What follows belongs to an exercise in optimizing a design on an open flow for small area, a short achievable clock period and few clock cycles; a production flow would make more cautious choices.
Where RTL was checked, it was by simulation tests only, not by an equivalence proof against the original.
Only the layout flow was run in run 2; the RTL was not checked for function there.
Power and IR drop assume default switching activity.

==> design/flow/design.v <==
module Memory (
  input  logic         clk,
  input  logic         we,           
  input  logic [9:0]   waddr,        
  input  logic [7:0]   wdata,
  input  logic [4:0]   line_addr,    
  output logic [255:0] line_data     
);
  logic [7:0] mem [0:1023];
  logic [31:0] wline, wbyte;
  assign wline = 32'd1 << waddr[9:5];
  assign wbyte = 32'd1 << waddr[4:0];
  logic [31:0] rline;
  assign rline = 32'd1 << line_addr;
  genvar l, b;
  generate
    for (l = 0; l < 32; l++) begin : g_line
      for (b = 0; b < 32; b++) begin : g_byte
        always_ff @(posedge clk) begin
          if (we && wline[l] && wbyte[b]) mem[32 * l + b] <= wdata;
        end
      end
    end
    for (b = 0; b < 32; b++) begin : g_rd
      wire [7:0] acc [0:32];
      assign acc[0] = 8'd0;
      for (l = 0; l < 32; l++) begin : g_or
        assign acc[l + 1] = acc[l] | (mem[32 * l + b] & {8{rline[l]}});
      end
      assign line_data[255 - 8 * b -: 8] = acc[32];
    end
  endgenerate
endmodule
module cache (
  input clk,
  input rst,
  input logic proc_read_req,           
  input logic proc_write_req,          
  input [9:0] proc_address,            
  input [7:0] proc_write_data,         
  output [31:0] cache_read_data,   
  output cache_read_ready,         
  output cache_write_ready         
);
  wire [4:0] tag  = proc_address[9:5];    
  wire [4:0] boff = proc_address[4:0];    
  reg       buf_valid;
  reg [4:0] buf_tag;
  reg [7:0] buf_byte [0:31];              
  wire [255:0] mem_line;                  
  Memory ram (
    .clk(clk),
    .we(proc_write_req),
    .waddr(proc_address),
    .wdata(proc_write_data),
    .line_addr(tag),
    .line_data(mem_line)
  );
  wire hit = buf_valid && (buf_tag == tag);
  wire load = (proc_read_req || proc_write_req) && !hit;
  always_ff @(posedge clk) begin
    if (rst) begin
      buf_valid <= 1'b0;
    end else if (load) begin
      buf_valid <= 1'b1;
      buf_tag   <= tag;
    end
  end
  wire [31:0] wsel = 32'd1 << boff;
  genvar k;
  generate
    for (k = 0; k < 32; k++) begin : g_byte
      always_ff @(posedge clk) begin
        if (proc_write_req && wsel[k])
          buf_byte[k] <= proc_write_data;
        else if (load)
          buf_byte[k] <= mem_line[255 - 8 * k -: 8];
      end
    end
  endgenerate
  wire [7:0] wsel_rd = 8'd1 << proc_address[4:2];
  wire [31:0] rd_acc [0:8];
  assign rd_acc[0] = 32'd0;
  generate
    for (k = 0; k < 8; k++) begin : g_rd
      assign rd_acc[k + 1] = rd_acc[k] |
        ({buf_byte[4 * k], buf_byte[4 * k + 1], buf_byte[4 * k + 2], buf_byte[4 * k + 3]} & {32{wsel_rd[k]}});
    end
  endgenerate
  assign cache_read_data   = rd_acc[8];
  assign cache_read_ready  = proc_read_req && hit;
  assign cache_write_ready = proc_write_req;
endmodule
==> design/flow/run.sh <==
#!/bin/bash
# synth_recipe.tcl (not shown) runs the flow's synth.tcl, then flattens the netlist and writes it again
# the make line also repeats each setting of config.mk as NAME=value (left out here)
make -C /OpenROAD-flow-scripts/flow DESIGN_CONFIG=/design/flow/config.mk WORK_HOME=/design/flow/orfs CLKGATE_MAP_FILE= SYNTH_SCRIPT=/design/flow/synth_recipe.tcl finish
==> design/flow/config.mk <==
export PLATFORM = sky130hd
export DESIGN_NAME = cache
export DESIGN_NICKNAME = cache
export VERILOG_FILES = /design/flow/design.v
export SDC_FILE = /design/flow/constraint.sdc
export NUM_CORES = 4
export LEC_CHECK = 0
export CAP_MARGIN = 20
export CORE_MARGIN = 2
export CORE_UTILIZATION = 40
export PLACE_DENSITY = 0.55
export SETUP_SLACK_MARGIN = 3.3
export SLEW_MARGIN = 20
export SYNTH_MEMORY_MAX_BITS = 16384
==> design/flow/constraint.sdc <==
create_clock -name core_clock -period 7.0 [get_ports {clk}]
set_input_delay 1.4000 -clock core_clock [delete_from_list [all_inputs] [get_ports {clk}]]
set_output_delay 1.4000 -clock core_clock [all_outputs]
set_load 0.01 [all_outputs]
==> results of run 1 <==
==> power by group <==
part,switching (uW),internal [uW]
clock,19800,23600
combinational,3400,1060
sequential,643,56100
total,23900,80700
==> worst max-delay path, stage by stage <==
cell and delay, ps:
buf_12 130, buf_12 130, nor2b_4 120, and2_4 150, buf_12 140, buf_12 130
a22oi_2 520, nand4_1 550, buf_4 320
==> sequential cells by signal (all words and copies together) (netlist names) <==
register   flops
ram.mem     8192
buf_byte     256
buf_tag        5
buf_valid      1
==> synth_stat cells (all sizes together) (70+ instances only) <==
master	number	area share [%]
a222oi	99	0.32
mux2i	145	0.47
mux2	132	0.48
a22oi	3374	8.2
and4	70	0.20
nor3	148	0.25
o32a	120	0.39
buf	775	1.3
nand4	533	1.1
a22o	177	0.50
a221oi	176	0.50
clkbuf	430	0.52
nand2	648	0.78
nand3	155	0.25
edfxtp	8453	82
nor2	1339	1.6
a21oi	185	0.30
==> per-layer routing <==
metal  GRT usage (%)  part of all wire [%]
met4            17.5                   6.4
met3            10.5                    15
met5               0                 0.032
met1            43.1                    36
met2            47.0                    43
==> layout make-up <==
class | count | share of cell area [%]
clock inverters | 470 | 1.05
flip-flops and latches | 8454 | 70.6
well taps | 10200 | 3.56
multi-input cells | 7782 | 15.0
clock buffers | 1050 | 6.10
inverters | 2 | 0.00209
repair buffers | 1218 | 3.58
diodes | 91 | 0.0633
==> timing repair <==
item	4_1_cts	5_1_grt
gates cloned	8	0
endpoints found under the setup margin	6696	666
pin swaps	77	49
buffers inserted	132	34
hold buffers	0	0
hold endpoints to repair	0	0
gates resized for setup	394	103
==> stage by stage <==
stage                     instances  utilization [%]
final                         29300             46.5
after global placement        27500             42.6
after CTS                     29200             46.3
after floorplan               17400                -
after detailed placement      27500             42.7
after global routing          29200             46.5
==> cell usage in the layout, fill, tap and decap left out, drive strengths merged, types with 177 or more instances in the layout <==
master	n
nor2	1340
clkinv	394
a22oi	3374
nand4	533
edfxtp	8453
nand2	648
buf	1211
a22o	177
clkbuf	1052
a21oi	185
==> kinds of logic (layout without fill, tap and decap cells) <==
| family | Yosys count | after routing | share of synthesized area [%] |
|---|---|---|---|
| compound gates | 4388 | 4388 | 10.8 |
| xor+xnor | 5 | 5 | 0.0141 |
| buf+inv | 1207 | 2740 | 1.80 |
| flops | 8454 | 8454 | 81.8 |
| mux | 281 | 281 | 0.976 |
| other cells | 0 | 91 | 0 |
| simple gates | 3103 | 3108 | 4.66 |
==> how the worst max path moves through the flow <==
| stage | startpoint | slack, ps | cells past startpoint | end |
|---|---|---|---|---|
| floorplan | proc_address[8] | 2970 | 9 | cache_read_ready |
| global placement | proc_address[3] | 640 | 8 | cache_read_data[0] |
| detailed placement | proc_address[3] | 610 | 8 | cache_read_data[0] |
| CTS | proc_address[3] | 2140 | 9 | cache_read_data[28] |
| global route | proc_address[3] | 2010 | 9 | cache_read_data[28] |
| finish | proc_address[3] | 2000 | 9 | cache_read_data[28] |
==> qor.txt, run 1 <==
num ports: 56
area taken by multi-input logic gates: 54100 um2
CP startpoint kind: input pin
Post-synth EDFFs: 8453
final RePlAce weighted congestion: 0.956
outcome: complete, no violations
pre-CTS setup slack: 609 ps
PD cells: 291 nW/um2
clk sinks: 8454
Worst Hold Endpoint: buf_valid
post-synth net total: 17500
worst rel slew slack: 10.4%
critical path arrival: 3600 ps
mapped cell area: 310000 um2
R2R Path Start: buf_tag[3]
drt pass-1 iters: 6
syn_area_per_cell: 17.8 um2
Vias/cell: 6.77
pin count of the biggest net entering global routing: 173
DRC Markers: 0
layout overhead on the synthesized area: 15.8%
hold depth: 2
FF+latch count, synth: 8454
Pins Over Slew Limit: 0
Setup crit end kind: primary output
Clock Latency Late Sink: 1240 ps
Die ar.: 783000 um2
clk buf depth: 4
Finish-stage setup viols: 0
drt wl/cell: 44.9 um
drt total wl: 1310 mm
Max VDD drop: 0.000297 V
RSZ-0062 raised after global routing: true
chip height: 885 um
Via Count: 199000
Nets: 18300
crit share post-route: 71.5%
clock skew: 65.2 ps
Post-DP Area: 330000 um2
Synth Warn #: 4
GRT Total Usage: 32.3%
CTS tree: done
ANT nets after route: 0
Hold Startpoint: buf_valid
post-synth cell types: 76
antenna violations before repair: 101
DRT iter0 DRCs: 40000
total power: 105000 uW
PnR worst setup slack: 2000 ps
I/O Buffers: 55
critical path type: in -> out
fraction of layout cells with a size suffix above 1: 17.0%
cts bufs inserted: 838
R2R Setup Slk: 3640 ps
Clk pin slew, worst setup/hold paths: 60 ps
post-route cell area: 360000 um2
core area: 774000 um2
Reg-to-Reg End: buf_byte[1][6]
Core Rows: 323
worst min path class: reg -> reg
max_cap viols: 0
Worst Hold Slack: 519 ps
vias in the first global route: 181000
placed wire-length estimate: 793 mm
Worst-Margin Slew: 1340 ps
first-pass GRT wire length: 1720 mm
Top FF cell, synth: edfxtp_1
Gate Count Post-Synth: 17400
WP data required: 5600 ps
Final Hold Violating Endpoints: 0
final setup TNS: 0 ps
CTS root buf: clkbuf_16
worst r2r path cells: 8
crit-path max FO: 5
chip width: 885 um
sequential share of the synthesized area: 81.8%
Fmax: 0.200 GHz
FF/Latch Area: 254000 um2
grt total ovfl: 0
fin crit period: 5000 ps
htree depth: 6
fill count: 65600
ys async rst share: 0%
Initial Utilization: 40.1%
leakage: 0.111 uW
Testbench counts, summed over its fixed seeds: cycles 14,026.
==> run 2: changes to the inputs <==
==> design/flow/design.v (replaced) <==
module Memory (
  input  logic         clk,
  input  logic         we,           
  input  logic [9:0]   waddr,        
  input  logic [7:0]   wdata,
  input  logic [4:0]   line_addr,    
  output logic [255:0] line_data     
);
  logic [255:0] mem [0:31];
  always_ff @(posedge clk) begin
    if (we) mem[waddr[9:5]][255 - 8 * waddr[4:0] -: 8] <= wdata;
  end
  logic [31:0] sel;
  assign sel = 32'd1 << line_addr;
  always_comb begin
    line_data = '0;
    for (int i = 0; i < 32; i++)
      line_data = line_data | (mem[i] & {256{sel[i]}});
  end
endmodule
module cache (
  input clk,
  input rst,
  input logic proc_read_req,           
  input logic proc_write_req,          
  input [9:0] proc_address,            
  input [7:0] proc_write_data,         
  output reg [31:0] cache_read_data,   
  output reg cache_read_ready,         
  output reg cache_write_ready         
);
  wire [4:0] tag  = proc_address[9:5];    
  wire [4:0] boff = proc_address[4:0];    
  reg         buf_valid;
  reg [4:0]   buf_tag;
  reg [255:0] buf_data;                   
  wire [255:0] mem_line;
  Memory ram (
    .clk(clk),
    .we(proc_write_req),
    .waddr(proc_address),
    .wdata(proc_write_data),
    .line_addr(tag),
    .line_data(mem_line)
  );
  wire hit = buf_valid && (buf_tag == tag);
  wire load = (proc_read_req || proc_write_req) && !hit;
  always_ff @(posedge clk) begin
    if (rst) begin
      buf_valid <= 1'b0;
    end else if (load) begin
      buf_valid <= 1'b1;
      buf_tag   <= tag;
    end
  end
  genvar k;
  generate
    for (k = 0; k < 32; k++) begin : g_byte
      wire wr_byte = proc_write_req && (boff == k);
      always_ff @(posedge clk) begin
        if (wr_byte)
          buf_data[255 - 8 * k -: 8] <= proc_write_data;
        else if (load)
          buf_data[255 - 8 * k -: 8] <= mem_line[255 - 8 * k -: 8];
      end
    end
  endgenerate
  always_comb begin
    cache_read_data   = buf_data[255 - 32 * proc_address[4:2] -: 32];
    cache_read_ready  = proc_read_req && hit;
    cache_write_ready = proc_write_req;
  end
endmodule
--- a/design/flow/config.mk
+++ b/design/flow/config.mk
@@ -7,8 +7,7 @@
 export LEC_CHECK = 0
 export CAP_MARGIN = 20
 export CORE_MARGIN = 2
-export CORE_UTILIZATION = 40
-export PLACE_DENSITY = 0.55
-export SETUP_SLACK_MARGIN = 3.3
+export CORE_UTILIZATION = 30
+export PLACE_DENSITY = 0.45
 export SLEW_MARGIN = 20
 export SYNTH_MEMORY_MAX_BITS = 16384
==> run 2 against run 1 <==
  * The layout now fails its checks (setup timing)
  * Via count up 4.5%
  * Synthesized cell count rose by 3.4%
  * Register-to-register slack improved by 20 ps
  * Combinational power increased by 15%
  * First-iteration DRC count down 2.6%
  * Cell count rose by 17%
  * Global-route usage down 4.0 points
  * Routed wire length increased by 17%
  * Die area grew 34%
  * Sequential cell count is the same
==> qor.txt, run 2 <==
Core Rows: 375
Die ar.: 1050000 um2
max reg flops: 8192
Vias/cell: 6.07
num ports: 56
CTS tree: done
max incr delay on CP: 690 ps
Finish-stage setup viols: 3
worst-path cell chain: clkdlybuf4s50_1 > inv_1 > ha_4 > buf_4 > mux4_2 > a21oi_1 > o21ai_1 > buf_4 > clkdlybuf4s50_1
PnR worst setup slack: -127 ps
crit share post-route: 102%
Max VDD drop: 0.000221 V
Fmax: 0.140 GHz
DRT iter0 DRCs: 39000
outcome: failed layout checks
Post-synth EDFFs: 8453
drt pass-1 iters: 9
clk sinks: 8454
core area: 1040000 um2
pre-CTS setup slack: -453 ps
fill count: 97900
most frequent cell after synthesis: edfxtp_1
vias in the first global route: 188000
leakage: 0.0995 uW
drt total wl: 1540 mm
Top FF cell, synth: edfxtp_1
postcts setup bufs: 0
post-synth cell types: 72
crit-path max FO: 31
grt total ovfl: 0
final cell count without fillers: 34200
Clk pin slew, worst setup/hold paths: 70 ps
Final Hold Violating Endpoints: 0
WP data required: 5600 ps
chip height: 1.03 mm
post-synthesis compound-gate area fraction: 10.5%
Setup crit end kind: primary output
ANT nets after route: 0
worst min path class: reg -> reg
Synth top cells by count: edfxtp_1 (8453), a22oi_1 (3287), nor2_1 (1692)
Clock Latency Late Sink: 1210 ps
post-synth net total: 18100
Gate Count Post-Synth: 18000
XOR/XNOR share of the synthesized area: 0.0168%
R2R Setup Slk: 3660 ps
layout overhead on the synthesized area: 18.5%
clk buf depth: 5
FF+latch count, synth: 8454
R2R Path Start: buf_tag[3]
mux share of post-synthesis cell area: 1.29%
critical path type: in -> out
post-synthesis simple-gate area fraction: 5.21%
PD cells: 290 nW/um2
first-pass GRT wire length: 1970 mm
post-synth top area share: 81.2%
syn_area_per_cell: 17.3 um2
crit path max-delay cell type: clkdlybuf4s50_1
final RePlAce weighted congestion: 0.954
chip width: 1.03 mm
worst r2r path cells: 6
placed cells: 32400
antenna violations before repair: 223
Post-Synth Adder-Cell Area: 0.0160%
Synth Warn #: 2
post-synth top area cell: edfxtp_1
max_cap viols: 0
Reg-to-Reg End: buf_data[96]
Nets: 19500
Pins Over Slew Limit: 0
cells taking the most area after synthesis: edfxtp_1 (81%), a22oi_1 (7.9%), nor2_1 (2.0%)
commonest non-fill, non-tap cell in the layout: edfxtp_1
DRC Markers: 0
drt wl/cell: 45.1 um
fraction of layout cells with a size suffix above 1: 18.2%
CP startpoint: proc_address[3]
pin count of the biggest net entering global routing: 74
I/O Buffers: 55
htree depth: 6
most frequent cells in the layout: edfxtp_1 (8453), a22oi_1 (3287), buf_4 (1572)
placed wire-length estimate: 991 mm
Layout Check Fails: setup timing
largest family of logic cells by synthesized area: compound AO/OA/AOI/OAI gates
cts bufs inserted: 896
sequential share of the synthesized area: 81.2%
worst setup path endpoint: cache_read_data[29]
CP startpoint kind: input pin
RSZ-0062 raised after global routing: false
clock skew: 98.2 ps
critical path arrival: 5730 ps
Hold Buf Count CTS: 0
worst rel slew slack: 13.8%
mapped cell area: 313000 um2
CTS root buf: clkbuf_16
Initial Utilization: 30.1%
fin crit period: 7130 ps
Worst-Margin Slew: 1290 ps
ys async rst share: 0%
GRT Total Usage: 28.3%
Via Count: 207000
[run 2: cell count changes after synthesis, sizes merged, moves of 26 or more]
cell	previous run	this run
nand2	648	780
o21ai	67	102
a21oi	185	267
mux4	4	32
nor2	1339	1712
a22oi	3374	3287
clkbuf	430	456
[run 2: layer usage]
layer  wire [um]  vias up  global-route usage (%)
met5         620        -                       0
met4       99900       84                    16.9
met3      191000     3292                    8.23
met2      670000    16800                    41.6
met1      579000   110000                    37.1
li1            -    76900                       -
[run 2: how the worst min path moves through the flow]
stage / depth (start not counted) / to / start
final: 2 / buf_valid / buf_valid
after floorplan: 2 / buf_valid / buf_valid
after global routing: 2 / buf_valid / buf_valid
after detailed placement: 2 / buf_valid / buf_valid
after CTS: 2 / buf_valid / buf_valid
after global placement: 2 / buf_valid / buf_valid
[run 2: per-stage QoR]
| stage | hold slack (ps) | setup TNS (ps) | power [uW] | utilization, % | cell area (um2) |
|---|---|---|---|---|---|
| floorplan | 445 | 0 | 58500 | - | 313000 |
| global placement | 469 | -3090 | 62300 | 32.9 | 342000 |
| detailed placement | 504 | -1450 | 62300 | 32.9 | 343000 |
| CTS | 519 | 0 | 107000 | 35.5 | 370000 |
| global route | 533 | 0 | 109000 | 35.6 | 370000 |
| finish | 525 | -298 | 107000 | 35.6 | 370000 |
[run 2: power breakdown]
part | switching (uW) | leakage [uW] | internal, uW
sequential | 1060 | 0.0594 | 55400
clock | 20300 | 0.0132 | 25400
combinational | 3790 | 0.0270 | 1340
[run 2: cell families after synthesis]
logic type      count (synthesis)
compound gates               4370
xor+xnor                        6
fa+ha+maj                       4
buf+inv                      1247
flops                        8454
mux                           345
simple gates                 3602
[run 2: cell type report]
type / instances / area [um2] / share of cell area, %
Antenna cell: 192 / 480 / 0.130
Clock buffer: 1134 / 23500 / 6.36
Clock inverter: 446 / 3490 / 0.943
Inverter: 4 / 15.0 / 0.00405
Multi-Input combinational cell: 8328 / 55300 / 14.9
Sequential cell: 8454 / 254000 / 68.5
Tap cell: 13800 / 17200 / 4.65
Timing Repair Buffer: 1839 / 16600 / 4.49
[run 2: worst max-delay path, delay by kind of cell]
family	cells	cell delay, ps
buffers and inverters	5	2140
adder cells (fa/ha/maj)	1	690
multiplexers	1	430
AO/OA/AOI/OAI	2	1000
[run 2: what timing repair did]
action / 4_1_cts / 5_1_grt
gates resized for setup: 8 / 0
endpoints found under the setup margin: 8 / 0
hold endpoints to repair: 0 / 0

==> afterwards: timing with drivers on the ports <==
The results above use ideal ports. As a check the final layouts listed here were re-extracted and re-timed, cells and wires unchanged.
Step 1 (the two cells are an assumption about what drives the block):
set clk [get_ports {clk}]
set_driving_cell -lib_cell sky130_fd_sc_hd__clkbuf_16 $clk
set_driving_cell -lib_cell sky130_fd_sc_hd__buf_2 [delete_from_list [all_inputs] $clk]
Step 2 adds t to the input delays and takes it off the output delays; t is the mean of the earliest and latest rising clock arrival at the registers after step 1. Input paths then give back, and output paths get back, about the clock's delay inside the block.
Slacks: no drivers / after step 1 / after step 2; pairs: no drivers / after step 1.
| run | t, ns | setup slack, ns | clock arrival spread, ns |
|---|---|---|---|
| run 1 | 1.359 | 1.998 / 1.941 / 1.662 | 0.074 / 0.073 |
| run 2 | 1.320 | -0.127 / -0.391 / -0.391 | 0.125 / 0.124 |
For run 1, which loses most, drivers alone change the setup slack by -0.057 ns; drivers and shift together by -0.336 ns.
